This design comes from an exercise in tuning for small area, a short achievable clock period and few clock cycles per item on the open sky130 flow, not from production work. At most, simulation tests tie the RTL to the original design; equivalence was not proved. For runs 1 to 3, only the layout was checked, not whether the RTL still works. In every run shown here, the design's own scripts or RTL, not TritonCTS, make the clock network. No driver is modelled on the clock port, so clock power and skew are understated where the tree is cut down; a real chip needs a root buffer or a tree. Power figures rest on the tool's default switching activity, not on a simulated workload.

==> design.v <==
module sbox (
    input   wire [1:0] row
    ,input  wire [3:0] col_hi
    ,input  wire [3:0] col_lo
    ,output wire [3:0] out
);
    wire e0_0 = col_hi[0] & (col_lo[3])
        | col_hi[1] & (col_lo[0] | col_lo[2])
        | col_hi[2] & (col_lo[1] | col_lo[2] | col_lo[3])
        | col_hi[3] & (col_lo[0] | col_lo[3]);
    wire e1_0 = col_hi[0] & (col_lo[1])
        | col_hi[1] & (col_lo[1] | col_lo[2] | col_lo[3])
        | col_hi[2] & (col_lo[0] | col_lo[2])
        | col_hi[3] & (col_lo[0] | col_lo[1]);
    wire e2_0 = col_hi[0] & (col_lo[2] | col_lo[3])
        | col_hi[1] & (col_lo[1] | col_lo[2])
        | col_hi[2] & (col_lo[0] | col_lo[1] | col_lo[3])
        | col_hi[3] & (col_lo[1]);
    wire e3_0 = col_hi[0] & (col_lo[0] | col_lo[3])
        | col_hi[1] & (col_lo[0] | col_lo[3])
        | col_hi[2] & (col_lo[1] | col_lo[3])
        | col_hi[3] & (col_lo[2] | col_lo[3]);
    assign out[0] = row == 2'd0 ? e0_0 : row == 2'd1 ? e1_0 : row == 2'd2 ? e2_0 : e3_0;
    wire e0_1 = col_hi[0] & (col_lo[0])
        | col_hi[1]
        | col_hi[2] & (col_lo[2] | col_lo[3])
        | col_hi[3] & (col_lo[2]);
    wire e1_1 = col_hi[0] & (col_lo[0] | col_lo[1] | col_lo[2])
        | col_hi[1] & (col_lo[1])
        | col_hi[2] & (col_lo[2])
        | col_hi[3] & (col_lo[0] | col_lo[3]);
    wire e2_1 = col_hi[0] & (col_lo[1] | col_lo[3])
        | col_hi[1] & (col_lo[2])
        | col_hi[2] & (col_lo[0])
        | col_hi[3] & (col_lo[0] | col_lo[1] | col_lo[3]);
    wire e3_1 = col_hi[0] & (col_lo[0] | col_lo[3])
        | col_hi[1] & (col_lo[1] | col_lo[2])
        | col_hi[2] & (col_lo[0] | col_lo[1])
        | col_hi[3] & (col_lo[3]);
    assign out[1] = row == 2'd0 ? e0_1 : row == 2'd1 ? e1_1 : row == 2'd2 ? e2_1 : e3_1;
    wire e0_2 = col_hi[0] & (col_lo[1] | col_lo[2])
        | col_hi[1] & (col_lo[0] | col_lo[3])
        | col_hi[2] & (col_lo[1] | col_lo[3])
        | col_hi[3] & (col_lo[0] | col_lo[2]);
    wire e1_2 = col_hi[0] & (col_lo[0] | col_lo[3])
        | col_hi[1] & (col_lo[0] | col_lo[1] | col_lo[2])
        | col_hi[2] & (col_lo[0] | col_lo[2] | col_lo[3])
        | col_hi[3] & (col_lo[3]);
    wire e2_2 = col_hi[0] & (col_lo[0])
        | col_hi[1] & (col_lo[0] | col_lo[1] | col_lo[2])
        | col_hi[2] & (col_lo[0] | col_lo[2] | col_lo[3])
        | col_hi[3] & (col_lo[0] | col_lo[3]);
    wire e3_2 = col_hi[0] & (col_lo[2] | col_lo[3])
        | col_hi[1] & (col_lo[1] | col_lo[3])
        | col_hi[2] & (col_lo[0] | col_lo[1])
        | col_hi[3] & (col_lo[0] | col_lo[1] | col_lo[2]);
    assign out[2] = row == 2'd0 ? e0_2 : row == 2'd1 ? e1_2 : row == 2'd2 ? e2_2 : e3_2;
    wire e0_3 = col_hi[0] & (col_lo[1])
        | col_hi[1] & (col_lo[1] | col_lo[2])
        | col_hi[2] & (col_lo[0] | col_lo[3])
        | col_hi[3] & (col_lo[0] | col_lo[2] | col_lo[3]);
    wire e1_3 = col_hi[0] & (col_lo[0] | col_lo[1] | col_lo[3])
        | col_hi[1] & (col_lo[2])
        | col_hi[2] & (col_lo[2] | col_lo[3])
        | col_hi[3] & (col_lo[1] | col_lo[2]);
    wire e2_3 = col_hi[0] & (col_lo[3])
        | col_hi[1] & (col_lo[0] | col_lo[1] | col_lo[3])
        | col_hi[2] & (col_lo[0] | col_lo[1] | col_lo[2])
        | col_hi[3] & (col_lo[3]);
    wire e3_3 = col_hi[0] & (col_lo[0] | col_lo[1] | col_lo[2])
        | col_hi[1] & (col_lo[1] | col_lo[3])
        | col_hi[2] & (col_lo[1] | col_lo[3])
        | col_hi[3] & (col_lo[0]);
    assign out[3] = row == 2'd0 ? e0_3 : row == 2'd1 ? e1_3 : row == 2'd2 ? e2_3 : e3_3;
endmodule
module C6 (
    input   wire [7:0] C6_in
    ,output wire [5:0] C6_out
);
assign C6_out[0] = C6_in[6];
assign C6_out[1] = C6_in[4];
assign C6_out[2] = C6_in[5] ^ C6_in[0];
assign C6_out[3] = C6_in[2];
assign C6_out[4] = C6_in[3];
assign C6_out[5] = C6_in[7] ^ C6_in[1];
endmodule
module M6 (
     input  wire [7:0] a
    ,output wire [5:0] b 
);
assign b[0] = a[5] ^ a[4] ;
assign b[1] = a[6];
assign b[2] = a[7];
assign b[3] = a[0];
assign b[4] = a[1];
assign b[5] = a[3] ^ a[2];
endmodule
module full_hash (
    input wire clk
    ,input wire rst_n
    ,input wire start
    ,input wire [7:0] Byte
    ,input wire End_of_File
    ,input wire F_dr
    ,output wire [0:31] R_h
    ,output wire F_rtr
    ,output wire H_ready
);
    reg  [31:4] g;         
    reg  [1:0]  x_row;     
    reg  [3:0]  x_hi;      
    reg  [3:0]  x_lo;      
    reg  [3:0]  s;         
    reg         v1;        
    reg         v2;        
    reg  [15:0] R_c;       
    reg         eof1;      
    reg         fin;       
    reg         fin2;      
    reg         done;      
    reg         restart;   
    reg         rdy;       
    wire        xfer = F_dr & rdy;
    wire [15:0] count = R_c + {15'd0, v1};
    wire        count_zero = v1 ? (&R_c) : ~(|R_c);
    wire        start_now = start & count_zero;
    wire        hi_zero = (R_c[15:8] == 8'd0);
    wire [5:0]  m6_out;
    wire [5:0]  c6_lo, c6_hi;
    wire [3:0]  s_out;
    M6 modulo_m6 (.a(Byte), .b(m6_out));
    C6 modulo_c6_lo (.C6_in(count[7:0]), .C6_out(c6_lo));
    C6 modulo_c6_hi (.C6_in(R_c[15:8]), .C6_out(c6_hi));
    wire [5:0]  c6_sel = eof1 ? c6_hi : c6_lo;
    sbox modulo_sbox (.row(x_row), .col_hi(x_hi), .col_lo(x_lo), .out(s_out));
    wire sp01, sp02, sp03, sp12, sp13, sp23;
    assign sp01 = s[0] ^ s[1];
    assign sp02 = s[0] ^ s[2];
    assign sp03 = s[0] ^ s[3];
    assign sp12 = s[1] ^ s[2];
    assign sp13 = s[1] ^ s[3];
    assign sp23 = s[2] ^ s[3];
    wire [31:4] f;
    assign f[4] = g[26] ^ s[3];
    assign f[5] = g[27] ^ s[0];
    assign f[6] = g[24] ^ s[1];
    assign f[7] = ~(g[25] ^ s[2]);
    assign f[8] = g[31] ^ s[0];
    assign f[9] = g[28] ^ s[1];
    assign f[10] = ~(g[29] ^ s[2]);
    assign f[11] = g[30] ^ s[3];
    assign f[12] = g[5] ^ sp01;
    assign f[13] = ~(g[6] ^ sp12);
    assign f[14] = g[7] ^ sp23;
    assign f[15] = g[4] ^ sp03;
    assign f[16] = g[10] ^ sp01;
    assign f[17] = ~(g[11] ^ sp12);
    assign f[18] = g[8] ^ sp23;
    assign f[19] = g[9] ^ sp03;
    assign f[20] = g[15] ^ sp02;
    assign f[21] = ~(g[12] ^ sp13);
    assign f[22] = ~(g[13] ^ sp02);
    assign f[23] = g[14] ^ sp13;
    assign f[24] = g[16] ^ sp02;
    assign f[25] = g[17] ^ sp13;
    assign f[26] = g[18] ^ sp02;
    assign f[27] = g[19] ^ sp13;
    assign f[28] = ~(g[21] ^ sp03);
    assign f[29] = ~(g[22] ^ sp01);
    assign f[30] = g[23] ^ sp12;
    assign f[31] = g[20] ^ sp23;
    wire        fin_short = fin & hi_zero;
    wire        done_next = ~restart & (done | fin_short | fin2);
    wire [31:4] g_fold = g ^ {20'd0, s & {4{fin2}} | {2'b00, fin_short, 1'b0}, s & {4{fin}}};
    always_ff @(posedge clk) begin
        x_row <= F_dr ? {m6_out[5], m6_out[0]} : {c6_sel[5], c6_sel[0]};
        x_hi  <= F_dr ? 4'b0001 << m6_out[4:3] : 4'b0001 << c6_sel[4:3];
        x_lo  <= F_dr ? 4'b0001 << m6_out[2:1] : 4'b0001 << c6_sel[2:1];
        s <= s_out;
    end
    always_ff @(posedge clk or negedge rst_n)
        if (!rst_n) begin
            v1   <= 1'b0;
            v2   <= 1'b0;
            R_c  <= 16'd0;
            eof1 <= 1'b0;
            fin  <= 1'b0;
            fin2 <= 1'b0;
            done <= 1'b0;
            restart <= 1'b0;
        end else begin
            v1   <= xfer;
            v2   <= v1 & ~start_now;
            R_c  <= count;
            eof1 <= End_of_File & ~(eof1 | fin | fin2 | done);
            fin  <= eof1;
            fin2 <= fin & ~hi_zero;
            done <= done_next;
            restart <= start_now;
        end
    always_ff @(posedge clk)
        g <= (~rst_n | restart) ? 28'h10DC3AF : v2 ? f : g_fold;
    always_ff @(posedge clk)
        rdy <= ~rst_n | ~done_next;
    assign F_rtr = rdy;
    assign H_ready = done;
    assign R_h[3] = g[4];
    assign R_h[2] = g[5];
    assign R_h[1] = g[6];
    assign R_h[0] = g[7];
    assign R_h[7] = g[8];
    assign R_h[6] = g[9];
    assign R_h[5] = g[10];
    assign R_h[4] = g[11];
    assign R_h[11] = g[15];
    assign R_h[10] = g[12];
    assign R_h[9] = g[13];
    assign R_h[8] = g[14];
    assign R_h[15] = g[19];
    assign R_h[14] = g[16];
    assign R_h[13] = g[17];
    assign R_h[12] = g[18];
    assign R_h[19] = g[22];
    assign R_h[18] = g[23];
    assign R_h[17] = g[20];
    assign R_h[16] = g[21];
    assign R_h[23] = g[26];
    assign R_h[22] = g[27];
    assign R_h[21] = g[24];
    assign R_h[20] = g[25];
    assign R_h[27] = g[29];
    assign R_h[26] = g[30];
    assign R_h[25] = g[31];
    assign R_h[24] = g[28];
    assign R_h[31] = ~g[5];
    assign R_h[30] = g[6];
    assign R_h[29] = g[7];
    assign R_h[28] = g[4];
endmodule
==> flow/run.sh <==
#!/bin/bash
# Standard ORFS layout with two changes:
#  - the port buffers are buf_2 cells instead of the cell buffer_ports picks by
#    default (a slow delay buffer);
#  - after CTS, the clock tree is rebuilt with one level of buffers
#    (flow/post_cts.tcl): the clock port drives 3 clkbuf_16 cells, each
#    driving the registers of one slice of the core.
set -euo pipefail
export BUFFER_PORTS_ARGS="-buffer_cell sky130_fd_sc_hd__buf_2"
export POST_CTS_TCL="$PWD/flow/post_cts.tcl"
bash standard.sh > make.log 2>&1
==> flow/post_cts.tcl <==
# POST_CTS hook: replace the clock tree TritonCTS built (two levels of
# buffers) by one level: the clock port drives 3 clkbuf_16 buffers, each driving
# the flip-flops in one slice of the core, split by x position. A shallower
# tree makes every register's clock arrive earlier by the same amount.
set block [ord::get_db_block]
set db [ord::get_db]
set clknet [$block findNet clk]

# every register clock pin reached from the clock port through buffers
proc clock_sinks {net} {
  set sinks {}
  foreach it [$net getITerms] {
    if {[$it isInputSignal] == 0 && [$it isOutputSignal]} continue
    set inst [$it getInst]
    set m [$inst getMaster]
    if {[string match "*clkbuf*" [$m getName]] && [[$it getMTerm] getName] eq "A"} {
      set out [$inst findITerm X]
      set onet [$out getNet]
      if {$onet ne "NULL"} { set sinks [concat $sinks [clock_sinks $onet]] }
    } elseif {[$m isSequential]} {
      lappend sinks $it
    } else {
      # a dummy load CTS added for balancing
      lappend ::dummy_loads $inst
    }
  }
  return $sinks
}

set ::dummy_loads {}
set sinks [clock_sinks $clknet]
puts "manual clock tree: [llength $sinks] sinks"

# remove the buffers and nets of the old tree
proc clock_tree_bufs {net} {
  set bufs {}
  foreach it [$net getITerms] {
    set inst [$it getInst]
    if {[string match "*clkbuf*" [[$inst getMaster] getName]] && [[$it getMTerm] getName] eq "A"} {
      lappend bufs $inst
      set onet [[$inst findITerm X] getNet]
      if {$onet ne "NULL"} { set bufs [concat $bufs [clock_tree_bufs $onet]] }
    }
  }
  return $bufs
}
set old [clock_tree_bufs $clknet]
set oldnets {}
foreach inst $old {
  set onet [[$inst findITerm X] getNet]
  if {$onet ne "NULL"} { lappend oldnets $onet }
}
foreach it $sinks { $it disconnect }
foreach inst $old { odb::dbInst_destroy $inst }
foreach inst $::dummy_loads { odb::dbInst_destroy $inst }
puts "removed [llength $::dummy_loads] dummy clock loads"
foreach n $oldnets { if {[llength [$n getITerms]] == 0} { odb::dbNet_destroy $n } }
puts "removed [llength $old] clock buffers"

set nb 3
set master [$db findMaster sky130_fd_sc_hd__clkbuf_16]
set pts {}
foreach it $sinks {
  lassign [[$it getInst] getLocation] x y
  lappend pts [list $x $y $it]
}
set pts [lsort -integer -index 0 $pts]
set n [llength $pts]
set per [expr {int(ceil(double($n)/$nb))}]
for {set b 0} {$b < $nb} {incr b} {
  set grp [lrange $pts [expr {$b*$per}] [expr {min($n,($b+1)*$per)-1}]]
  if {[llength $grp] == 0} continue
  set sx 0; set sy 0
  foreach s $grp { set sx [expr {$sx+[lindex $s 0]}]; set sy [expr {$sy+[lindex $s 1]}] }
  set cx [expr {$sx/[llength $grp]}]; set cy [expr {$sy/[llength $grp]}]
  set inst [odb::dbInst_create $block $master "clkbuf_leaf_$b"]
  $inst setLocation $cx $cy
  $inst setPlacementStatus PLACED
  set net [odb::dbNet_create $block "clknet_leaf_$b"]
  $net setSigType CLOCK
  foreach s $grp { [lindex $s 2] connect $net }
  [$inst findITerm X] connect $net
  [$inst findITerm A] connect $clknet
  puts "clock buffer $b: [llength $grp] sinks"
}
detailed_placement
check_placement -verbose
estimate_parasitics -placement
report_clock_latency
==> standard.sh <==
#!/bin/bash
# synth_recipe.tcl (not shown) runs the flow's synth.tcl, then flattens the netlist and writes it again
# the make line also repeats each setting of config.mk as NAME=value (left out here)
make -C /OpenROAD-flow-scripts/flow DESIGN_CONFIG=/design/flow/config.mk WORK_HOME=/design/flow/orfs CLKGATE_MAP_FILE= SYNTH_SCRIPT=/design/flow/synth_recipe.tcl "${@:-finish}"
==> config.mk <==
export PLATFORM = sky130hd
export DESIGN_NAME = full_hash
export DESIGN_NICKNAME = full_hash
export VERILOG_FILES = /design/flow/design.v
export SDC_FILE = /design/flow/constraint.sdc
export NUM_CORES = 4
export LEC_CHECK = 0
export CAP_MARGIN = 20
export CORE_MARGIN = 2
export CORE_UTILIZATION = 40
export PLACE_DENSITY = 0.6
export SETUP_SLACK_MARGIN = 3.2
export SLEW_MARGIN = 20
==> constraint.sdc <==
create_clock -name core_clock -period 5.0 [get_ports {clk}]
set_input_delay 1.0000 -clock core_clock [delete_from_list [all_inputs] [get_ports {clk}]]
set_output_delay 1.0000 -clock core_clock [all_outputs]
set_load 0.01 [all_outputs]
==> flow_summary.yaml, run 1 <==
finish:
  nets: 454
  final_cell_mix: "39 x nand2_1, 36 x xnor2_1, 34 x buf_6, 34 x buf_4, 26 x dfxtp_2"
  multi_input_area_mm2: 0.00192
  antenna_cells: 0
  design_area_mm2: 0.00436
  layout_commonest_cell: "nand2_1"
  seq_area_mm2: 0.00148
  synthToLayoutAreaGrowth_pct: 24.5
  drive_above_1_share: 0.286
  fin_util: 0.507
  fillers: 802
die:
  initial_utilization: 0.408
  rows: 34
  fp.coreArea_mm2: 0.00859
  pin_count: 47
  fp.dieW_um: 97.6
  die_h_um: 97.6
  dieArea_mm2: 0.00952
placement:
  portBuffers: 46
  dp_hpwl_mm: 5.42
  place_congestion: 0.808
  post_dp_cell_area_mm2: 0.00372
route:
  vias_per_cell: 5.33
  drtIter0Drc: 132
  drcViolationCount: 0
  num_vias: 2905
  wl_per_cell_um: 14.7
  dr.pass1.iters: 4
  ant_nets: 0
  totalWireLength_mm: 8.03
timing:
  fin_worst_skew_ns: 0.00423
  tightestPinTransition_ns: 0.576
  timing.fmax_ghz: 0.576
  drv_slew: 0
  setup_viol_count_final: 0
  max_slew_margin: 0.613
  hold_violations: 0
  tns_ns: 0
  fin_crit_ns: 1.74
  rsz0062_at_grt: "yes"
  timing.final.crit_share: 0.347
setup_path:
  regToRegStartpoint: "v1$_DFF_PN0_"
  critPathMaxFanout: 5
  cp_slowest_cell: "dfrtp_2"
  critPathCaptureType: "register"
  crit_start: "v1$_DFF_PN0_"
  worstPathCellList: "ha_4, or3_1, a211o_1, a32oi_2, and2_1"
  worstPathRequired_ns: 5.10
  start_kind: "register"
  critical_path_class: "reg2reg"
  cpLargestDelayFamily: "compound AO/OA/AOI/OAI gates"
  max_stage_delay_ns: 0.44
  rr_worst_depth: 5
  cp_num_cells: 5
  arrival_ns: 1.83
  critical_path_buf_inv_count: 0
yosys:
  synth_top_area_frac: 0.246
  synth_cell_types: 56
  yosysSeqAreaShare: 0.410
  syn_avg_cell_area_um2: 9.14
  syn_nets: 398
  ys.flop_type: "dfxtp_1"
  synth_area_mm2: 0.00350
  synthArstFlopShare: 0.348
  syn_inst: 383
  synth_area_leaders: "dfxtp_1 25%, dfrtp_1 16%, xnor2_1 9.0%, mux2i_1 5.4%, xor2_1 5.3%"
  yosysTopAreaCell: "dfxtp_1"
  synth_seq_cells: 66
  yosysWarnings: 1
  synth_edf_count: 0
pwr:
  p_leak_uw: 0.00179
  powerDensity_mw_per_mm2: 571
  peakVddDrop_v: 0.000276
cts:
  clock_latency_ns: 0.15
  cts.clk_slew.worst_paths_ns: 0.08
  numClockSinks: 66
global_route:
  grt_max_degree: 40
  overflow: 0
  grt_pass1_wl_mm: 13.6
  grt_pass1_vias: 2756
  grt_use_total: 0.171
  antenna_found_initial: 0
min_path:
  hold_path_startpoint: "rdy$_DFF_P_"
  min_path_type: "reg2reg"
  hold-path-cell-count: 1
status:
  status: "timing/DRC/antenna clean"
run:
  drv_cap: 0
report_power, final:
group	internal (uW)	switching (uW)	leakage (uW)	total, uW
combinational	698	556	0.00110	1250
clock	110	130	0.0000370	240
sequential	706	288	0.000658	995
worst paths after layout:
kind | slack, ns | to
setup / recovery | 3.26 | x_lo[3]$_SDFF_PN0_
setup reg to reg | 3.26 | x_lo[3]$_SDFF_PN0_
min in group asynchronous | 0.69 | R_c[1]$_DFF_PN0_
hold / removal | 0.50 | v1$_DFF_PN0_
max in group asynchronous | 4.11 | v1$_DFF_PN0_
hold reg to reg | 0.50 | v1$_DFF_PN0_
flip-flops by register name, indices dropped and copies added, names as in the netlist:
name     cells
g           28
R_c         16
s            4
x_hi         4
x_lo         4
x_row        2
done         1
eof1         1
fin          1
fin2         1
rdy          1
restart      1
v1           1
v2           1
stage by stage:
| stage | total power, uW | std cells | hold WS, ns | worst slack (ns) |
|---|---|---|---|---|
| 3_3_place_gp | 1970 | 508 | 0.441 | 2.23 |
| 5_1_grt | 2680 | 545 | 0.531 | 3.19 |
| 3_5_place_dp | 1990 | 508 | 0.437 | 2.21 |
| 6_report | 2490 | 545 | 0.500 | 3.26 |
| 2_1_floorplan | 1750 | 383 | 0.395 | 3.27 |
per-layer routing:
metal	global-route usage	vias to the layer above	wire length [um]
met5	0	-	0
met4	0.0246	0	42
met3	0.0230	3	283
met2	0.295	67	3920
met1	0.233	1382	3780
li1	-	1453	-
worst register-to-register path, cell delays in order, from the launching register on:
cell and delay (ns):
dfrtp_2 0.44, ha_4 0.26, or3_1 0.31, a211o_1 0.27, a32oi_2 0.24, and2_1 0.16
synth_stat cells (6+ instances only):
cell	n
nor3_1	6
nand4_1	8
nor2_1	22
and3_1	6
xor2_1	21
dfrtp_1	23
nand2_1	39
a211oi_1	6
dfxtp_1	43
a21oi_1	8
clkbuf_1	19
xnor2_1	36
inv_1	6
nand3_1	10
o21ai_0	22
nand2b_1	6
and2_1	6
o22ai_1	6
mux2i_1	19
layout make-up:
class	count	share of cell area
inverters	6	0.00517
multi-input cells	281	0.441
flip-flops and latches	66	0.340
plain buffers	3	0.0172
repair buffers	81	0.165
well taps	108	0.0310
cell families after synthesis:
family / share of synthesized area
multiplexers: 0.0543
AO/OA/AOI/OAI: 0.150
AND/OR/NAND/NOR: 0.180
XOR/XNOR: 0.147
flip-flops: 0.410
adder cells (fa/ha/maj): 0.00714
buffers and inverters: 0.0511
==> inputs of run 2 (changes only) <==
--- a/design.v
+++ b/design.v
@@ -118,7 +118,7 @@
     reg         fin;       
     reg         fin2;      
     reg         done;      
-    reg         restart;   
+    reg         init;      
     reg         rdy;       
     wire        xfer = F_dr & rdy;
     wire [15:0] count = R_c + {15'd0, v1};
@@ -170,7 +170,7 @@
     assign f[30] = g[23] ^ sp12;
     assign f[31] = g[20] ^ sp23;
     wire        fin_short = fin & hi_zero;
-    wire        done_next = ~restart & (done | fin_short | fin2);
+    wire        done_next = ~init & (done | fin_short | fin2);
     wire [31:4] g_fold = g ^ {20'd0, s & {4{fin2}} | {2'b00, fin_short, 1'b0}, s & {4{fin}}};
     always_ff @(posedge clk) begin
         x_row <= F_dr ? {m6_out[5], m6_out[0]} : {c6_sel[5], c6_sel[0]};
@@ -187,7 +187,7 @@
             fin  <= 1'b0;
             fin2 <= 1'b0;
             done <= 1'b0;
-            restart <= 1'b0;
+            init <= 1'b1;
         end else begin
             v1   <= xfer;
             v2   <= v1 & ~start_now;
@@ -196,10 +196,10 @@
             fin  <= eof1;
             fin2 <= fin & ~hi_zero;
             done <= done_next;
-            restart <= start_now;
+            init <= start_now;
         end
     always_ff @(posedge clk)
-        g <= (~rst_n | restart) ? 28'h10DC3AF : v2 ? f : g_fold;
+        g <= init ? 28'h10DC3AF : v2 ? f : g_fold;
     always_ff @(posedge clk)
         rdy <= ~rst_n | ~done_next;
     assign F_rtr = rdy;
--- a/config.mk
+++ b/config.mk
@@ -9,5 +9,5 @@
 export CORE_MARGIN = 2
 export CORE_UTILIZATION = 40
 export PLACE_DENSITY = 0.6
-export SETUP_SLACK_MARGIN = 3.2
+export SETUP_SLACK_MARGIN = 3.1
 export SLEW_MARGIN = 20
==> run 2 against run 1 <==
  * Still clean on timing, DRC and antenna
  * Worst hold slack better by 0.013 ns
  * Global-route usage down 1.6 points
  * Synthesized cell count up 1.6%
  * Via count down 5.2%
  * Maximum frequency down 6.1%
  * Final cell count down 5.1%
  * Combinational power down 8%
  * Critical endpoint is now x_row[1]$_DFF_P_
  * Largest power group unchanged
==> flow_summary.yaml, run 2 <==
status:
  status: "timing/DRC/antenna clean"
timing:
  max_slew_margin: 0.515
  timing.final.crit_share: 0.370
  timing.fmax_ghz: 0.541
  tns_ns: 0
  fin_crit_ns: 1.85
  drv_slew: 0
  tightestPinTransition_ns: 0.721
  hold_violations: 0
  rsz0062_at_grt: "yes"
  fin_worst_skew_ns: 0.00378
  setup_viol_count_final: 0
yosys:
  yosysSeqAreaShare: 0.412
  synth_edf_count: 0
  synth.most_common_cell: "dfxtp_1"
  syn_inst: 389
  yosysTopAreaCell: "dfxtp_1"
  yosysWarnings: 1
  synth_cell_types: 54
  synth_top_area_frac: 0.247
  syn_nets: 404
  synthArstFlopShare: 0.348
  synth_seq_cells: 66
  ys.flop_type: "dfxtp_1"
  syn_avg_cell_area_um2: 8.97
  synth_top_cells_by_count: "43 x dfxtp_1, 38 x nor2_1, 31 x xnor2_1"
  synth_area_leaders: "dfxtp_1 25%, dfrtp_1 16%, xnor2_1 7.8%, xor2_1 6.3%, nor2_1 4.1%"
  synth_area_mm2: 0.00349
global_route:
  grt_use_met3: 0.0259
  grt.met1_usage: 0.227
  grt_max_degree: 48
  met2_usage: 0.244
  grt_pass1_vias: 2532
  grt_pass1_wl_mm: 12.4
  overflow: 0
  grt_use_total: 0.155
  antenna_found_initial: 0
  gr-max-usage-layer: "met2"
finish:
  antenna_cells: 0
  top_regs: "g x28, R_c x16"
  final_cells: 517
  synthToLayoutAreaGrowth_pct: 9.07
  seq_area_mm2: 0.00145
  nets: 426
  final_cell_mix: "46 x buf_2, 38 x nor2_1, 34 x dfxtp_1, 31 x xnor2_1, 25 x xor2_1"
  largest_reg_flops: 28
  fillers: 875
  drive_above_1_share: 0.188
  layout_commonest_cell: "buf_2"
  regMostFlops: "g"
  multi_input_area_mm2: 0.00187
min_path:
  hold-path-cell-count: 2
  min_to: "g[29]$_SDFFE_PP0P_"
  min_path_type: "reg2reg"
  hold_path_startpoint: "g[29]$_SDFFE_PP0P_"
setup_path:
  worstPathRequired_ns: 5.08
  rr_worst_depth: 6
  regToRegStartpoint: "v1$_DFF_PN0_"
  rr_endpoint: "x_row[1]$_DFF_P_"
  critPathMaxFanout: 4
  critPathCaptureType: "register"
  start_kind: "register"
  critical_path_class: "reg2reg"
  arrival_ns: 1.93
  rrSetupSlack_ns: 3.15
route:
  num_vias: 2753
  ant_nets: 0
  vias_per_cell: 5.32
  drtIter0Drc: 138
  drcViolationCount: 0
  dr.pass1.iters: 4
  totalWireLength_mm: 7.37
  wl_per_cell_um: 14.3
placement:
  portBuffers: 46
  dp_hpwl_mm: 5.20
  place_congestion: 0.805
  dpl.cell_count: 513
pwr:
  peakVddDrop_v: 0.000254
  p_leak_uw: 0.00160
  powerDensity_mw_per_mm2: 648
run:
  drv_cap: 0
cts:
  numClockSinks: 66
  clock_latency_ns: 0.15
  cts.clk_slew.worst_paths_ns: 0.09
die:
  die_h_um: 97.4
  dieArea_mm2: 0.00948
  fp.dieW_um: 97.4
  pin_count: 47
  fp.coreArea_mm2: 0.00859
  rows: 34
  initial_utilization: 0.406
[run 2: changes by cell type in the layout (fill, tap and decap cells not counted), sizes merged, moves of 5 or more]
cell,previous run,this run
buf,80,48
nand2,39,24
or2,2,9
a21oi,8,23
nor2,22,38
o211ai,5,0
a211o,1,6
mux2i,19,10
[run 2: layer usage]
| layer | vias up | wire length, um |
|---|---|---|
| li1 | 1397 | - |
| met3 | 6 | 340 |
| met4 | 0 | 61 |
| met1 | 1276 | 3590 |
| met5 | - | 0 |
| met2 | 74 | 3380 |
[run 2: area by class of cell]
type,instances,area share
plain buffers,3,0.0197
inverters,7,0.00691
multi-input cells,285,0.493
flip-flops and latches,66,0.381
well taps,108,0.0355
repair buffers,48,0.0645
[run 2: power by group]
part,switching (uW),internal (uW),total [uW]
sequential,333,739,1070
clock,137,110,247
combinational,552,595,1150
total,1020,1440,2470
[run 2: worst max-delay path by stage]
stage	from	to	slack, ns	depth (start not counted)
2_1_floorplan	v1$_DFF_PN0_	x_row[1]$_DFF_P_	3.24	6
3_3_place_gp	v1$_DFF_PN0_	x_row[1]$_DFF_P_	3.19	6
3_5_place_dp	v1$_DFF_PN0_	x_row[1]$_DFF_P_	3.12	6
5_1_grt	v1$_DFF_PN0_	x_row[1]$_DFF_P_	3.07	6
6_report	v1$_DFF_PN0_	x_row[1]$_DFF_P_	3.15	6
[run 2: cells by family (layout without fill, tap and decap cells)]
group                      count (synthesis)  count (layout)  share of synthesized area
and+or+nand+nor                          123             123                      0.176
buffers and inverters                     38              58                     0.0531
xor gates and xnor gates                  58              58                      0.150
adders and majority gates                  2               2                    0.00717
DFF                                       66              66                      0.412
AOI/OAI and AO/OA                         92              92                      0.173
muxes                                     10              10                     0.0287
[run 2: per-stage QoR]
step                cell area (um2)  setup WS [ns]   util  power, uW  hold WS, ns
finish                         3800           3.15  0.443       2470        0.513
detailed placement             3700           3.12  0.431       2230        0.510
floorplan                      3490           3.24      -       1940        0.414
global route                   3800           3.07  0.443       2690        0.559
global placement               3700           3.19  0.431       2200        0.498
[run 2: critical path: stages, from the launching register on]
cell and delay (ns):
dfrtp_1 0.43, ha_2 0.23, ha_1 0.30, xor2_1 0.15, or3_1 0.31, a21o_1 0.18
a22oi_1 0.17
==> inputs of run 3 (changes only) <==
--- a/config.mk
+++ b/config.mk
@@ -9,5 +9,5 @@
 export CORE_MARGIN = 2
 export CORE_UTILIZATION = 40
 export PLACE_DENSITY = 0.6
-export SETUP_SLACK_MARGIN = 3.1
+export SETUP_SLACK_MARGIN = 3.0
 export SLEW_MARGIN = 20
==> run 3 against run 2 <==
  * Still clean
  * Global-route usage about the same
  * Via count shrank 0.22%
  * Cell area down 0.72%
  * Sequential share of layout area barely moved
  * Critical endpoint unchanged
  * Highest routed layer unchanged
  * Total power shrank 0.67%
  * Synthesized cell count unchanged
  * Worst hold slack better by 0.0020 ns
  * Sequential power is essentially flat
==> flow_summary.yaml, run 3 <==
die:
  pin_count: 47
  fp.coreArea_mm2: 0.00859
  die_h_um: 97.4
  rows: 34
  initial_utilization: 0.406
  dieArea_mm2: 0.00948
  fp.dieW_um: 97.4
timing:
  rsz0062_at_grt: "no"
  fin_worst_skew_ns: 0.00405
  fin_ws_ns: 3.11
  timing.final.crit_share: 0.377
  timing.fmax_ghz: 0.530
  drv_slew: 0
  max_slew_margin: 0.459
  setup_viol_count_final: 0
  tightestPinTransition_ns: 0.804
  fin_crit_ns: 1.89
  hold_violations: 0
  tns_ns: 0
route:
  ant_nets: 0
  drcViolationCount: 0
  drtIter0Drc: 114
  vias_per_cell: 5.32
  wl_per_cell_um: 14.3
  num_vias: 2747
  dr.pass1.iters: 4
  totalWireLength_mm: 7.40
setup_path:
  crit_top_cell: "ha_1"
  cpLargestDelayFamily: "adder cells"
  worstPathRequired_ns: 5.08
  max_stage_delay_ns: 0.42
  rr_endpoint: "x_row[1]$_DFF_P_"
  critical_path_class: "reg2reg"
  rrSetupSlack_ns: 3.11
  start_kind: "register"
  regToRegStartpoint: "v1$_DFF_PN0_"
  critical_path_buf_inv_count: 0
  critPathCaptureType: "register"
  critPathMaxFanout: 4
  rr_worst_depth: 6
  cp_slowest_cell: "dfrtp_1"
  arrival_ns: 1.96
  worstPathCellList: "ha_1, ha_1, xor2_1, or3_1, a21o_1, a22oi_1"
yosys:
  syn_inst: 389
  synthArstFlopShare: 0.348
  syn_avg_cell_area_um2: 8.97
  ys.flop_type: "dfxtp_1"
  synth.most_common_cell: "dfxtp_1"
  synth_area_leaders: "dfxtp_1 25%, dfrtp_1 16%, xnor2_1 7.8%, xor2_1 6.3%, nor2_1 4.1%"
  syn_nets: 404
  synth_edf_count: 0
  synth_cell_types: 54
  yosysTopAreaCell: "dfxtp_1"
  synth_seq_cells: 66
  synth_area_mm2: 0.00349
  synth_top_area_frac: 0.247
  yosysWarnings: 1
  yosysSeqAreaShare: 0.412
  synth_top_cells_by_count: "43 x dfxtp_1, 38 x nor2_1, 31 x xnor2_1"
min_path:
  min_to: "g[21]$_SDFFE_PP0P_"
  min_path_type: "reg2reg"
  hold_path_startpoint: "g[21]$_SDFFE_PP0P_"
  hold-path-cell-count: 2
pwr:
  powerDensity_mw_per_mm2: 649
  p_leak_uw: 0.00160
  peakVddDrop_v: 0.000251
cts:
  numClockSinks: 66
  clock_latency_ns: 0.15
  cts.clk_slew.worst_paths_ns: 0.09
placement:
  pre_cts_ws_ns: 3.12
  place_congestion: 0.805
  portBuffers: 46
  dpl.cell_count: 513
  dp_hpwl_mm: 5.20
status:
  status: "timing/DRC/antenna clean"
finish:
  final_cell_mix: "46 x buf_2, 43 x dfxtp_1, 38 x nor2_1, 31 x xnor2_1, 25 x xor2_1"
  drive_above_1_share: 0.157
  antenna_cells: 0
  largest_reg_flops: 28
  top_regs: "g x28, R_c x16"
  synthToLayoutAreaGrowth_pct: 8.29
  final_cells: 516
  layout_commonest_cell: "buf_2"
  regMostFlops: "g"
  nets: 425
global_route:
  grt_max_degree: 48
  antenna_found_initial: 0
  grt_pass1_wl_mm: 12.4
  grt_pass1_vias: 2520
  grt_use_total: 0.154
  overflow: 0
run:
  drv_cap: 0
==> run 3: stage by stage <==
step / hold WS (ns) / instance area (um2) / total power, uW / util
after floorplan: 0.414 / 3490 / 1940 / -
after global placement: 0.498 / 3700 / 2200 / 0.431
after detailed placement: 0.510 / 3700 / 2230 / 0.431
after global routing: 0.559 / 3780 / 2670 / 0.440
final: 0.515 / 3780 / 2450 / 0.440
==> run 3: worst max-delay path by stage <==
| stage | start | to | slack, ns | depth (start not counted) |
|---|---|---|---|---|
| 5_1_grt | v1$_DFF_PN0_ | x_row[1]$_DFF_P_ | 3.01 | 6 |
| 3_3_place_gp | v1$_DFF_PN0_ | x_row[1]$_DFF_P_ | 3.19 | 6 |
| 3_5_place_dp | v1$_DFF_PN0_ | x_row[1]$_DFF_P_ | 3.12 | 6 |
| 2_1_floorplan | v1$_DFF_PN0_ | x_row[1]$_DFF_P_ | 3.24 | 6 |
| 6_report | v1$_DFF_PN0_ | x_row[1]$_DFF_P_ | 3.11 | 6 |
==> run 3: where the power goes <==
| part | total [uW] | switching, uW | internal, uW |
|---|---|---|---|
| combinational | 1140 | 551 | 587 |
| sequential | 1070 | 335 | 731 |
| clock | 245 | 136 | 110 |
| total | 2450 | 1020 | 1430 |
==> run 3: logic make-up after synthesis <==
logic type | Yosys count | synth area share
mux | 10 | 0.0287
xor+xnor | 58 | 0.150
buf+inv | 38 | 0.0531
simple gates | 123 | 0.176
compound gates | 92 | 0.173
fa+ha+maj | 2 | 0.00717
flops | 66 | 0.412
==> run 3: layout make-up <==
| cell class | count | area (um2) |
|---|---|---|
| flip-flops and latches | 66 | 1440 |
| fillers | 872 | 4820 |
| plain buffers | 3 | 75.1 |
| repair buffers | 47 | 238 |
| multi-input cells | 285 | 1870 |
| well taps | 108 | 135 |
| inverters | 7 | 26.3 |
==> run 3: worst register-to-register path, stage by stage, from the launching register on <==
cell     delay (ns)
dfrtp_1        0.42
ha_1           0.26
ha_1           0.32
xor2_1         0.15
or3_1          0.31
a21o_1         0.18
a22oi_1        0.17
==> run 3: metal layers <==
metal / share of wire / track usage
met2: 0.46 / 0.241
met1: 0.48 / 0.229
met4: 0.0077 / 0.0246
met3: 0.050 / 0.0259
met5: 0 / 0
==> inputs of run 4 (changes only) <==
--- a/design.v
+++ b/design.v
@@ -121,7 +121,17 @@
     reg         init;      
     reg         rdy;       
     wire        xfer = F_dr & rdy;
-    wire [15:0] count = R_c + {15'd0, v1};
+    wire [15:0] count;
+    genvar k;
+    generate
+        for (k = 0; k < 16; k = k + 1) begin : cnt
+            if (k == 0) begin : b0
+                assign count[k] = R_c[k] ^ v1;
+            end else begin : bk
+                assign count[k] = R_c[k] ^ (v1 & (&R_c[k-1:0]));
+            end
+        end
+    endgenerate
     wire        count_zero = v1 ? (&R_c) : ~(|R_c);
     wire        start_now = start & count_zero;
     wire        hi_zero = (R_c[15:8] == 8'd0);
--- a/config.mk
+++ b/config.mk
@@ -9,5 +9,5 @@
 export CORE_MARGIN = 2
 export CORE_UTILIZATION = 40
 export PLACE_DENSITY = 0.6
-export SETUP_SLACK_MARGIN = 3.0
+export SETUP_SLACK_MARGIN = 3.2
 export SLEW_MARGIN = 20
==> run 4 against run 3 <==
  * Still clean on timing, DRC and antenna
  * Clock skew is 0.0010 ns higher
  * Global-route usage is 1.2 points higher
  * Register-to-register slack better by 0.25 ns
  * Critical path depth down 5
  * Maximum frequency rose by 11%
  * Flip-flop and latch count stayed put
  * Synthesized cell count up 1.0%
  * Final cell count is 6.0% higher
  * Die area rose by 0.56%
  * Core utilization increased by 5.3 points
  * Sequential power is essentially flat
  * Combinational power grew 36%
  * Critical endpoint is now H_ready
  * Largest cell class unchanged
==> flow_summary.yaml, run 4 <==
status:
  status: "timing/DRC/antenna clean"
timing:
  hold_violations: 0
  rsz0062_at_grt: "no"
  timing.fmax_ghz: 0.586
  tns_ns: 0
  tightestPinTransition_ns: 0.601
  max_slew_margin: 0.599
  fin_ws_ns: 3.29
  setup_viol_count_final: 0
  fin_crit_ns: 1.71
  drv_slew: 0
  timing.final.crit_share: 0.341
  fin_worst_skew_ns: 0.00506
finish:
  fillers: 806
  largest_reg_flops: 28
  regMostFlops: "g"
  layout_commonest_cell: "xnor2_1"
  antenna_cells: 0
  synthToLayoutAreaGrowth_pct: 20.8
  nets: 455
  top_regs: "g x28, R_c x16"
  final_cell_mix: "39 x xnor2_1, 38 x nor2_1, 31 x o21ai_0, 30 x buf_4"
  drive_above_1_share: 0.296
route:
  totalWireLength_mm: 7.90
  num_vias: 2865
  dr.pass1.iters: 5
  vias_per_cell: 5.24
  drtIter0Drc: 206
  ant_nets: 0
  drcViolationCount: 0
  wl_per_cell_um: 14.4
yosys:
  synth_cell_types: 51
  synthArstFlopShare: 0.348
  synth_seq_cells: 66
  ys.flop_type: "dfxtp_1"
  synth_edf_count: 0
  yosysWarnings: 1
  synth_area_leaders: "dfxtp_1 25%, dfrtp_1 16%, xnor2_1 9.7%, xor2_1 5.7%, o21ai_0 4.4%"
  synth_area_mm2: 0.00351
  syn_nets: 407
  synth_top_area_frac: 0.245
  synth_top_cells_by_count: "43 x dfxtp_1, 39 x xnor2_1, 38 x nor2_1"
  syn_avg_cell_area_um2: 8.93
  yosysSeqAreaShare: 0.410
  syn_inst: 393
  yosysTopAreaCell: "dfxtp_1"
  synth.most_common_cell: "dfxtp_1"
global_route:
  antenna_found_initial: 0
  grt_pass1_vias: 2749
  grt_max_degree: 48
  overflow: 0
  grt_use_total: 0.166
  grt_pass1_wl_mm: 13.3
setup_path:
  critical_path_buf_inv_count: 1
  rr_worst_depth: 5
  critical_path_class: "reg2out"
  worstPathRequired_ns: 4.00
  cpLargestDelayFamily: "flip-flops"
  critPathMaxFanout: 2
  arrival_ns: 0.71
  critPathCaptureType: "output port"
  cp_slowest_cell: "dfrtp_1"
  start_kind: "register"
  worstPathCellList: "buf_2"
  rrSetupSlack_ns: 3.36
  regToRegStartpoint: "v1$_DFF_PN0_"
  max_stage_delay_ns: 0.41
  rr_endpoint: "x_lo[0]$_SDFF_PP0_"
placement:
  place_congestion: 0.893
  dp_hpwl_mm: 5.34
  portBuffers: 46
  pre_cts_ws_ns: 3.18
pwr:
  switching_share: 0.390
  netSwitchingPower_uw: 1120
  power_report.internal_total_uw: 1750
  p_comb_frac: 0.539
  peakVddDrop_v: 0.000384
  power.total_uw: 2870
  p_leak_uw: 0.00180
  pwr-share-clk: 0.085
  p_seq_frac: 0.376
  powerDensity_mw_per_mm2: 678
cts:
  cts.clk_slew.worst_paths_ns: 0.09
  numClockSinks: 66
  clock_latency_ns: 0.15
die:
  pin_count: 47
  fp.coreArea_mm2: 0.00859
  initial_utilization: 0.408
  rows: 34
  dieArea_mm2: 0.00954
  die_h_um: 97.7
  fp.dieW_um: 97.7
min_path:
  hold_path_startpoint: "rdy$_DFF_P_"
  min_to: "v1$_DFF_PN0_"
  min_path_type: "reg2reg"
  hold-path-cell-count: 1
run:
  drv_cap: 0
[run 4: changes by cell type after synthesis, sizes merged, moves of 4 or more]
cell   change
o31ai      -4
o21ai      +9
nand2      +5
xnor2      +8
[run 4: stage by stage]
step	hold slack (ns)	instances	cell area, um2	utilization
2_1_floorplan	0.412	393	3510	-
5_1_grt	0.559	547	4240	0.493
6_report	0.530	547	4240	0.493
3_3_place_gp	0.503	515	3720	0.433
3_5_place_dp	0.513	515	3720	0.433
[run 4: worst max path at each step]
stage                                     to      startpoint  slack [ns]  depth (start not counted)
after global placement    x_lo[2]$_SDFF_PN0_            F_dr        3.22                          4
after global routing      x_lo[0]$_SDFF_PP0_            F_dr        3.22                          4
after detailed placement  x_lo[0]$_SDFF_PP0_            F_dr        3.18                          4
after floorplan           x_lo[3]$_SDFF_PN0_            F_dr        3.26                          4
final                                H_ready  done$_DFF_PN0_        3.29                          1
[run 4: metal layers]
layer	track usage	routed length [um]
met5	0	0
met3	0.0259	341
met1	0.225	3630
met4	0.0256	51
met2	0.288	3880
[run 4: kinds of logic after synthesis]
| group | synth area share |
|---|---|
| buf+inv | 0.0531 |
| xor+xnor | 0.164 |
| flops | 0.410 |
| mux | 0.0314 |
| fa+ha+maj | 0.00357 |
| simple gates | 0.179 |
| compound gates | 0.159 |
[run 4: layout make-up]
cell class | instances | area [um2] | area share
Multi-Input combinational cell | 287 | 1880 | 0.445
Timing Repair Buffer | 76 | 637 | 0.150
Tap cell | 108 | 135 | 0.0319
Inverter | 7 | 26.3 | 0.00620
Buffer | 3 | 75.1 | 0.0177
Sequential cell | 66 | 1480 | 0.349
[run 4: power by group through the flow]
stage / combinational [uW] / sequential (uW) / clock [uW]
after floorplan: 1010 / 959 / 0
after global placement: 1160 / 1090 / 0
after detailed placement: 1190 / 1090 / 0
after global routing: 1710 / 1120 / 271
final: 1550 / 1080 / 243
Testbench counts of run 4, summed over its fixed seeds: cycles 8,189, bytes 7,421.
==> inputs of run 5 (changes only) <==
--- a/config.mk
+++ b/config.mk
@@ -9,5 +9,5 @@
 export CORE_MARGIN = 2
 export CORE_UTILIZATION = 40
 export PLACE_DENSITY = 0.6
-export SETUP_SLACK_MARGIN = 3.2
+export SETUP_SLACK_MARGIN = 3.0
 export SLEW_MARGIN = 20
==> run 5 against run 4 <==
  * Total power decreased by 13%
  * Sequential power about the same
  * Maximum frequency decreased by 3.6%
  * Core utilization decreased by 5.1 points
  * Synthesized cell count unchanged
  * Die area unchanged
  * Largest power group unchanged
==> flow_summary.yaml, run 5 <==
global_route:
  antenna_found_initial: 0
  overflow: 0
  grt_pass1_vias: 2682
  grt_use_met3: 0.0309
  grt_use_total: 0.158
  grt_max_degree: 48
  gr-max-usage-layer: "met2"
  grt_pass1_wl_mm: 12.7
  met2_usage: 0.264
  grt.met1_usage: 0.216
timing:
  timing.final.crit_share: 0.354
  fin_worst_skew_ns: 0.00753
  tightestPinTransition_ns: 0.593
  hold_violations: 0
  max_slew_margin: 0.604
  tns_ns: 0
  hold_ws_ns: 0.523
  timing.fmax_ghz: 0.565
  setup_viol_count_final: 0
  drv_slew: 0
  fin_crit_ns: 1.77
  rsz0062_at_grt: "no"
finish:
  final_cell_mix: "46 x buf_2, 43 x dfxtp_1, 39 x xnor2_1, 38 x nor2_1, 31 x o21ai_0"
  drive_above_1_share: 0.173
  layout_commonest_cell: "buf_2"
  antenna_cells: 0
  largest_reg_flops: 28
  design_area_mm2: 0.00380
  top_regs: "g x28, R_c x16"
  synthToLayoutAreaGrowth_pct: 8.20
  nets: 426
  regMostFlops: "g"
route:
  dr.pass1.iters: 4
  drtIter0Drc: 283
  drcViolationCount: 0
  ant_nets: 0
  vias_per_cell: 5.34
  totalWireLength_mm: 7.46
  num_vias: 2768
  wl_per_cell_um: 14.4
setup_path:
  critical_path_class: "reg2out"
  cp_num_cells: 2
  rrSetupSlack_ns: 3.37
  rr_endpoint: "s[0]$_DFF_P_"
  worstPathCellList: "inv_1, buf_2"
  rr_worst_depth: 5
  cpLargestDelayFamily: "flip-flops"
  cp_slowest_cell: "dfxtp_1"
  critical_path_buf_inv_count: 2
  critical_path.endpoint: "R_h[31]"
  critPathCaptureType: "output port"
  start_kind: "register"
  worstPathRequired_ns: 4.00
  critPathMaxFanout: 3
  max_stage_delay_ns: 0.33
  arrival_ns: 0.77
  regToRegStartpoint: "x_hi[2]$_SDFF_PN0_"
  crit_start: "g[5]$_SDFF_PP1_"
yosys:
  syn_avg_cell_area_um2: 8.93
  synth_top_cells_by_count: "43 x dfxtp_1, 39 x xnor2_1, 38 x nor2_1"
  yosysWarnings: 1
  synth_area_leaders: "dfxtp_1 25%, dfrtp_1 16%, xnor2_1 9.7%, xor2_1 5.7%, o21ai_0 4.4%"
  synthArstFlopShare: 0.348
  synth.most_common_cell: "dfxtp_1"
  synth_edf_count: 0
  synth_top_area_frac: 0.245
  synth_cell_types: 51
  synth_seq_cells: 66
  synth_area_mm2: 0.00351
  ys.flop_type: "dfxtp_1"
  yosysTopAreaCell: "dfxtp_1"
  yosysSeqAreaShare: 0.410
  syn_inst: 393
  syn_nets: 407
placement:
  post_dp_cell_area_mm2: 0.00372
  portBuffers: 46
  dp_hpwl_mm: 5.27
  place_congestion: 0.897
die:
  dieArea_mm2: 0.00954
  fp.dieW_um: 97.7
  fp.coreArea_mm2: 0.00859
  rows: 34
  die_h_um: 97.7
  initial_utilization: 0.408
  pin_count: 47
cts:
  numClockSinks: 66
  clock_latency_ns: 0.15
  cts.clk_slew.worst_paths_ns: 0.09
pwr:
  peakVddDrop_v: 0.000259
  powerDensity_mw_per_mm2: 659
  p_leak_uw: 0.00160
status:
  status: "timing/DRC/antenna clean"
min_path:
  min_path_type: "reg2reg"
run:
  drv_cap: 0
run 5: cell counts after synthesis:
No cell type changed its count.
run 5: cell type report:
cell class	count	area, um2
Buffer	3	75.1
Fill cell	864	4800
Inverter	7	26.3
Multi-Input combinational cell	287	1880
Sequential cell	66	1440
Tap cell	108	135
Timing Repair Buffer	47	238
run 5: per-layer routing:
layer | vias to the layer above | part of all wire
li1 | 1377 | -
met1 | 1305 | 0.47
met2 | 77 | 0.47
met3 | 9 | 0.046
met4 | 0 | 0.0074
met5 | - | 0
run 5: worst min-delay path by stage:
| stage | startpoint | endpoint | slack (ns) | cells after the start |
|---|---|---|---|---|
| 2_1_floorplan | eof1$_DFF_PN0_ | fin$_DFF_PN0_ | 0.41 | 0 |
| 3_3_place_gp | g[29]$_SDFFE_PP0P_ | g[29]$_SDFFE_PP0P_ | 0.50 | 2 |
| 3_5_place_dp | rdy$_DFF_P_ | v1$_DFF_PN0_ | 0.48 | 1 |
| 5_1_grt | rdy$_DFF_P_ | v1$_DFF_PN0_ | 0.53 | 1 |
| 6_report | rdy$_DFF_P_ | v1$_DFF_PN0_ | 0.52 | 1 |
run 5: logic make-up (layout without fill, tap and decap cells):
kind of cell	count (synthesis)	in the layout	share of synthesized area
AOI/OAI and AO/OA	91	91	0.159
adders and majority gates	1	1	0.00357
DFF	66	66	0.410
muxes	11	11	0.0314
buffers and inverters	40	57	0.0531
and+or+nand+nor	120	120	0.179
xor gates and xnor gates	64	64	0.164
run 5: stage by stage:
step,power (uW),setup WS [ns],std cells,utilization
6_report,2500,3.23,518,0.442
5_1_grt,2720,3.20,518,0.442
3_5_place_dp,2270,3.19,515,0.433
3_3_place_gp,2240,3.23,515,0.433
2_1_floorplan,1970,3.18,393,-
run 5: power by group:
group	switching, uW	total (uW)	internal, uW
combinational	571	1180	607
sequential	343	1080	738
clock	133	243	110
total	1050	2500	1460
==> inputs of run 6 (changes only) <==
--- a/config.mk
+++ b/config.mk
@@ -9,5 +9,5 @@
 export CORE_MARGIN = 2
 export CORE_UTILIZATION = 40
 export PLACE_DENSITY = 0.6
-export SETUP_SLACK_MARGIN = 3.0
+export SETUP_SLACK_MARGIN = 3.1
 export SLEW_MARGIN = 20
==> run 6 against run 5 <==
  * Worst hold slack got worse by 0.0062 ns
  * Global-route usage about the same
  * Via count is 0.36% lower
  * Synthesized cell count stayed put
  * Critical path type unchanged
==> flow_summary.yaml, run 6 <==
finish:
  regMostFlops: "g"
  largest_reg_flops: 28
  synthToLayoutAreaGrowth_pct: 8.56
  layout_commonest_cell: "buf_2"
  drive_above_1_share: 0.187
  fin_util: 0.443
  nets: 427
  top_regs: "g x28, R_c x16"
  final_cell_mix: "46 x buf_2, 39 x xnor2_1, 39 x dfxtp_1, 38 x nor2_1, 31 x o21ai_0"
  design_area_mm2: 0.00381
  antenna_cells: 0
setup_path:
  cp_num_cells: 2
  start_kind: "register"
  worstPathCellList: "inv_2, buf_2"
  regToRegStartpoint: "x_hi[2]$_SDFF_PN0_"
  critical_path_buf_inv_count: 2
  crit_start: "g[5]$_SDFF_PP1_"
  critical_path_class: "reg2out"
  cp_slowest_cell: "dfxtp_1"
  rr_endpoint: "s[0]$_DFF_P_"
  critical_path.endpoint: "R_h[31]"
  rrSetupSlack_ns: 3.37
  max_stage_delay_ns: 0.36
  cpLargestDelayFamily: "flip-flops"
  critPathMaxFanout: 3
  arrival_ns: 0.72
  rr_worst_depth: 5
  critPathCaptureType: "output port"
  worstPathRequired_ns: 4.00
timing:
  hold_violations: 0
  rsz0062_at_grt: "no"
  timing.final.crit_share: 0.345
  fin_worst_skew_ns: 0.00657
  tightestPinTransition_ns: 0.594
  fin_crit_ns: 1.72
  timing.fmax_ghz: 0.580
  max_slew_margin: 0.603
  setup_viol_count_final: 0
  hold_ws_ns: 0.517
  drv_slew: 0
  tns_ns: 0
die:
  initial_utilization: 0.408
  fp.coreArea_mm2: 0.00859
  pin_count: 47
  dieArea_mm2: 0.00954
  die_h_um: 97.7
  fp.dieW_um: 97.7
  rows: 34
yosys:
  synth_xor_area_frac: 0.164
  synth_area_leaders: "dfxtp_1 25%, dfrtp_1 16%, xnor2_1 9.7%, xor2_1 5.7%, o21ai_0 4.4%"
  synth_cell_types: 51
  ys.flop_type: "dfxtp_1"
  yosysWarnings: 1
  synth_area_mm2: 0.00351
  synth.most_common_cell: "dfxtp_1"
  syn_avg_cell_area_um2: 8.93
  yosysSeqAreaShare: 0.410
  syn_inst: 393
  synthAdderAreaFrac: 0.00357
  synth_edf_count: 0
  synth_seq_cells: 66
  syn_nets: 407
  synth.area.mux_share: 0.0314
  yosysTopAreaCell: "dfxtp_1"
  synth_top_family_by_area: "simple AND/OR/NAND/NOR gates"
  synthArstFlopShare: 0.348
  synth_top_area_frac: 0.245
  synth_compound_area_frac: 0.159
  yosys.area_share.simple: 0.179
  synth_top_cells_by_count: "43 x dfxtp_1, 39 x xnor2_1, 38 x nor2_1"
cts:
  cts.clk_slew.worst_paths_ns: 0.09
  clock_latency_ns: 0.15
  numClockSinks: 66
run:
  drv_cap: 0
route:
  drtIter0Drc: 275
  wl_per_cell_um: 14.3
  dr.pass1.iters: 4
  ant_nets: 0
  num_vias: 2758
  drcViolationCount: 0
  totalWireLength_mm: 7.43
  vias_per_cell: 5.31
global_route:
  grt_pass1_vias: 2685
  grt_max_degree: 48
  overflow: 0
  antenna_found_initial: 0
  grt_pass1_wl_mm: 12.7
  grt_use_total: 0.158
placement:
  post_dp_cell_area_mm2: 0.00372
  place_congestion: 0.897
  dp_hpwl_mm: 5.27
  portBuffers: 46
pwr:
  p_leak_uw: 0.00160
  peakVddDrop_v: 0.000258
  power.total_uw: 2510
  powerDensity_mw_per_mm2: 660
min_path:
  hold-path-cell-count: 1
  min_path_type: "reg2reg"
status:
  status: "timing/DRC/antenna clean"
run 6: worst min-delay path by stage:
stage | startpoint | slack (ns) | end
floorplan | eof1$_DFF_PN0_ | 0.41 | fin$_DFF_PN0_
global placement | g[29]$_SDFFE_PP0P_ | 0.50 | g[29]$_SDFFE_PP0P_
detailed placement | rdy$_DFF_P_ | 0.48 | v1$_DFF_PN0_
global route | rdy$_DFF_P_ | 0.53 | v1$_DFF_PN0_
finish | rdy$_DFF_P_ | 0.52 | v1$_DFF_PN0_
run 6: cell families after synthesis:
| family | after synthesis |
|---|---|
| AND/OR/NAND/NOR | 120 |
| AO/OA/AOI/OAI | 91 |
| flip-flops | 66 |
| XOR/XNOR | 64 |
| buffers and inverters | 40 |
| multiplexers | 11 |
| adder cells (fa/ha/maj) | 1 |
run 6: area by class of cell:
type / instances / area (um2)
timing repair buffer: 48 / 245
inverter: 7 / 26.3
multi-input combinational: 287 / 1880
tap: 108 / 135
fill: 864 / 4780
sequential: 66 / 1440
buffer: 3 / 75.1
run 6: report_power, final:
group	internal (uW)	total [uW]	switching, uW
registers	742	1080	342
clock network	110	243	133
logic	612	1190	574
run 6: stage by stage:
stage / cells / setup slack [ns]
floorplan: 393 / 3.18
global placement: 515 / 3.23
detailed placement: 515 / 3.19
global route: 519 / 3.21
finish: 519 / 3.28
run 6: per-layer routing:
layer | share of wire | wire length (um) | vias to the layer above | track usage
met5 | 0 | 0 | - | 0
met4 | 0.0069 | 51 | 0 | 0.0256
met3 | 0.047 | 350 | 5 | 0.0309
met2 | 0.48 | 3540 | 70 | 0.266
met1 | 0.47 | 3490 | 1299 | 0.215
li1 | - | - | 1384 | -
==> inputs of run 7 (changes only) <==
--- a/flow/run.sh
+++ b/flow/run.sh
@@ -4,7 +4,8 @@
 #    default (a slow delay buffer);
 #  - after CTS, the clock tree is rebuilt with one level of buffers
 #    (flow/post_cts.tcl): the clock port drives 3 clkbuf_16 cells, each
-#    driving the registers of one slice of the core.
+#    driving the registers of one slice of the core; the registers that drive
+#    output ports get drive strength 2.
 set -euo pipefail
 export BUFFER_PORTS_ARGS="-buffer_cell sky130_fd_sc_hd__buf_2"
 export POST_CTS_TCL="$PWD/flow/post_cts.tcl"
--- a/flow/post_cts.tcl
+++ b/flow/post_cts.tcl
@@ -83,6 +83,32 @@
   [$inst findITerm A] connect $clknet
   puts "clock buffer $b: [llength $grp] sinks"
 }
+# Registers that drive an output port (through its port buffer) get the
+# next drive strength of their cell type, for a faster clock-to-output path.
+set upsized 0
+foreach bterm [$block getBTerms] {
+  if {[$bterm getIoType] ne "OUTPUT"} continue
+  set net [$bterm getNet]
+  if {$net eq "NULL"} continue
+  foreach it [$net getITerms] {
+    if {![$it isOutputSignal]} continue
+    set buf [$it getInst]
+    set in [$buf findITerm A]
+    if {$in eq "NULL"} continue
+    set innet [$in getNet]
+    if {$innet eq "NULL"} continue
+    foreach dit [$innet getITerms] {
+      if {![$dit isOutputSignal]} continue
+      set ff [$dit getInst]
+      set mname [[$ff getMaster] getName]
+      if {[regexp {^(sky130_fd_sc_hd__df[a-z]+)_1$} $mname -> base]} {
+        set nm [$db findMaster ${base}_2]
+        if {$nm ne "NULL"} { $ff swapMaster $nm; incr upsized }
+      }
+    }
+  }
+}
+puts "upsized $upsized output registers"
 detailed_placement
 check_placement -verbose
 estimate_parasitics -placement
==> run 7 against run 6 <==
  * Critical path depth stayed put
  * Still clean
  * Core utilization is 0.38 points higher
  * Largest power group unchanged
  * Worst hold slack worse by 0.025 ns
==> flow_summary.yaml, run 7 <==
status:
  status: "timing/DRC/antenna clean"
yosys:
  yosysSeqAreaShare: 0.410
  synth_area_leaders: "dfxtp_1 25%, dfrtp_1 16%, xnor2_1 9.7%, xor2_1 5.7%, o21ai_0 4.4%"
  synth_top_cells_by_count: "43 x dfxtp_1, 39 x xnor2_1, 38 x nor2_1"
  synth.most_common_cell: "dfxtp_1"
  ys.flop_type: "dfxtp_1"
  synth_seq_cells: 66
  yosysTopAreaCell: "dfxtp_1"
  syn_inst: 393
  syn_nets: 407
  synth_area_mm2: 0.00351
  synth_edf_count: 0
  yosysWarnings: 1
  synth_top_area_frac: 0.245
  synthArstFlopShare: 0.348
  synth_cell_types: 51
  syn_avg_cell_area_um2: 8.93
die:
  dieArea_mm2: 0.00954
  fp.coreArea_mm2: 0.00859
  die_h_um: 97.7
  pin_count: 47
  fp.dieW_um: 97.7
  rows: 34
  initial_utilization: 0.408
global_route:
  grt_pass1_vias: 2685
  antenna_found_initial: 0
  grt_pass1_wl_mm: 12.8
  overflow: 0
  grt_use_total: 0.158
  grt_max_degree: 48
run:
  drv_cap: 0
cts:
  clock_latency_ns: 0.15
  numClockSinks: 66
  cts.clk_slew.worst_paths_ns: 0.09
timing:
  max_slew_margin: 0.598
  tightestPinTransition_ns: 0.603
  hold_violations: 0
  fin_crit_ns: 1.71
  timing.fmax_ghz: 0.584
  setup_viol_count_final: 0
  fin_worst_skew_ns: 0.00526
  tns_ns: 0
  rsz0062_at_grt: "no"
  drv_slew: 0
  timing.final.crit_share: 0.343
route:
  dr.pass1.iters: 4
  drcViolationCount: 0
  totalWireLength_mm: 7.53
  num_vias: 2761
  wl_per_cell_um: 14.5
  drtIter0Drc: 242
  ant_nets: 0
  vias_per_cell: 5.32
finish:
  top_regs: "g x28, R_c x16"
  final_cells: 519
  synthToLayoutAreaGrowth_pct: 9.49
  drive_above_1_share: 0.251
  final_cell_mix: "46 x buf_2, 39 x xnor2_1, 38 x nor2_1, 31 x o21ai_0"
  layout_commonest_cell: "buf_2"
  largest_reg_flops: 28
  nets: 427
  regMostFlops: "g"
  antenna_cells: 0
  fin_util: 0.447
min_path:
  min_path_type: "reg2reg"
placement:
  dp_hpwl_mm: 5.27
  dpl.cell_count: 515
  place_congestion: 0.897
  portBuffers: 46
setup_path:
  arrival_ns: 0.71
  worstPathRequired_ns: 4.00
  critical_path_class: "reg2out"
  critPathCaptureType: "output port"
  start_kind: "register"
  critPathMaxFanout: 3
pwr:
  powerDensity_mw_per_mm2: 662
  p_leak_uw: 0.00160
  peakVddDrop_v: 0.000258
-- run 7: cell counts after synthesis --
No cell type changed its count.
-- run 7: critical path, stage by stage, from the launching register on --
cell	delay, ns
dfxtp_2	0.34
inv_2	0.09
buf_2	0.14
-- run 7: cell type report --
cell class                      instances  area, um2
Fill cell                             859       4750
Multi-Input combinational cell        287       1880
Sequential cell                        66       1480
Timing Repair Buffer                   48        245
Tap cell                              108        135
Buffer                                  3       75.1
Inverter                                7       26.3
-- run 7: cells by family (layout without fill, tap and decap cells) --
family                   count (synthesis)  after routing  synth area share
flip-flops                              66             66             0.410
AND/OR/NAND/NOR                        120            120             0.179
buffers and inverters                   40             58            0.0531
AO/OA/AOI/OAI                           91             91             0.159
multiplexers                            11             11            0.0314
adder cells (fa/ha/maj)                  1              1           0.00357
XOR/XNOR                                64             64             0.164
-- run 7: final timing paths --
| path | cells past startpoint | slack (ns) | endpoint | from |
|---|---|---|---|---|
| max | 2 | 3.29 | R_h[31] | g[5]$_SDFF_PP1_ |
| min | 1 | 0.49 | v1$_DFF_PN0_ | rdy$_DFF_P_ |
| max reg2reg | 5 | 3.38 | x_lo[2]$_SDFF_PN0_ | v1$_DFF_PN0_ |
| min reg2reg | 1 | 0.49 | v1$_DFF_PN0_ | rdy$_DFF_P_ |
| max in group asynchronous | 1 | 3.81 | done$_DFF_PN0_ | rst_n |
| min in group asynchronous | 1 | 0.81 | R_c[3]$_DFF_PN0_ | rst_n |
-- run 7: per-stage QoR --
| step | total power, uW | hold slack, ns | worst slack, ns | area (um2) |
|---|---|---|---|---|
| 3_3_place_gp | 2240 | 0.503 | 3.23 | 3720 |
| 5_1_grt | 2760 | 0.512 | 3.21 | 3840 |
| 3_5_place_dp | 2270 | 0.479 | 3.19 | 3720 |
| 2_1_floorplan | 1970 | 0.412 | 3.18 | 3510 |
| 6_report | 2540 | 0.492 | 3.29 | 3840 |
-- run 7: report_power, final --
| part | total [uW] | internal [uW] | switching (uW) |
|---|---|---|---|
| clock | 244 | 110 | 134 |
| sequential | 1110 | 766 | 343 |
| combinational | 1190 | 614 | 575 |
-- run 7: layer usage --
layer / up-vias / GRT usage / wire length, um
li1: 1378 / - / -
met1: 1297 / 0.215 / 3530
met2: 81 / 0.267 / 3580
met3: 5 / 0.0309 / 375
met4: 0 / 0.0256 / 51
met5: - / 0 / 0

## what the ideal ports hide
The results above use ideal ports. As a check the final layouts listed here were re-extracted and re-timed, cells and wires unchanged.
Step 1: set_driving_cell puts a clkbuf_16 on clk and a buf_2 on each other input, an assumption about the parent block.
Step 2 adds t to the input delays and takes it off the output delays; t is the mean of the earliest and latest rising clock arrival at the registers after step 1. Input paths then give back, and output paths get back, about the clock's delay inside the block.
a / b / c = no drivers / after step 1 / after step 2; a / b = the first two.
run | shift t [ns] | setup WS [ns] | worst setup path after step 2 | worst register clock-pin slew, ns | worst slew at a driven data input, ns
run 1 | 0.209 | 3.265 / 3.243 / 3.113 | input to register | 0.09 / 0.09 | 0.04
run 2 | 0.211 | 3.152 / 3.152 / 3.152 | register to register | 0.09 / 0.09 | 0.03
run 3 | 0.211 | 3.114 / 3.114 / 3.114 | register to register | 0.09 / 0.09 | 0.03
run 4 | 0.212 | 3.295 / 3.232 / 3.170 | input to register | 0.09 / 0.09 | 0.03
run 5 | 0.211 | 3.232 / 3.170 / 3.172 | input to register | 0.09 / 0.09 | 0.03
run 6 | 0.211 | 3.277 / 3.215 / 3.173 | input to register | 0.09 / 0.09 | 0.03
run 7 | 0.212 | 3.287 / 3.224 / 3.173 | input to register | 0.09 / 0.09 | 0.03
After both steps setup and hold are still met in every run listed. The setup slack of run 1, which loses most, moves by -0.022 ns with the drivers and by -0.152 ns with both steps.
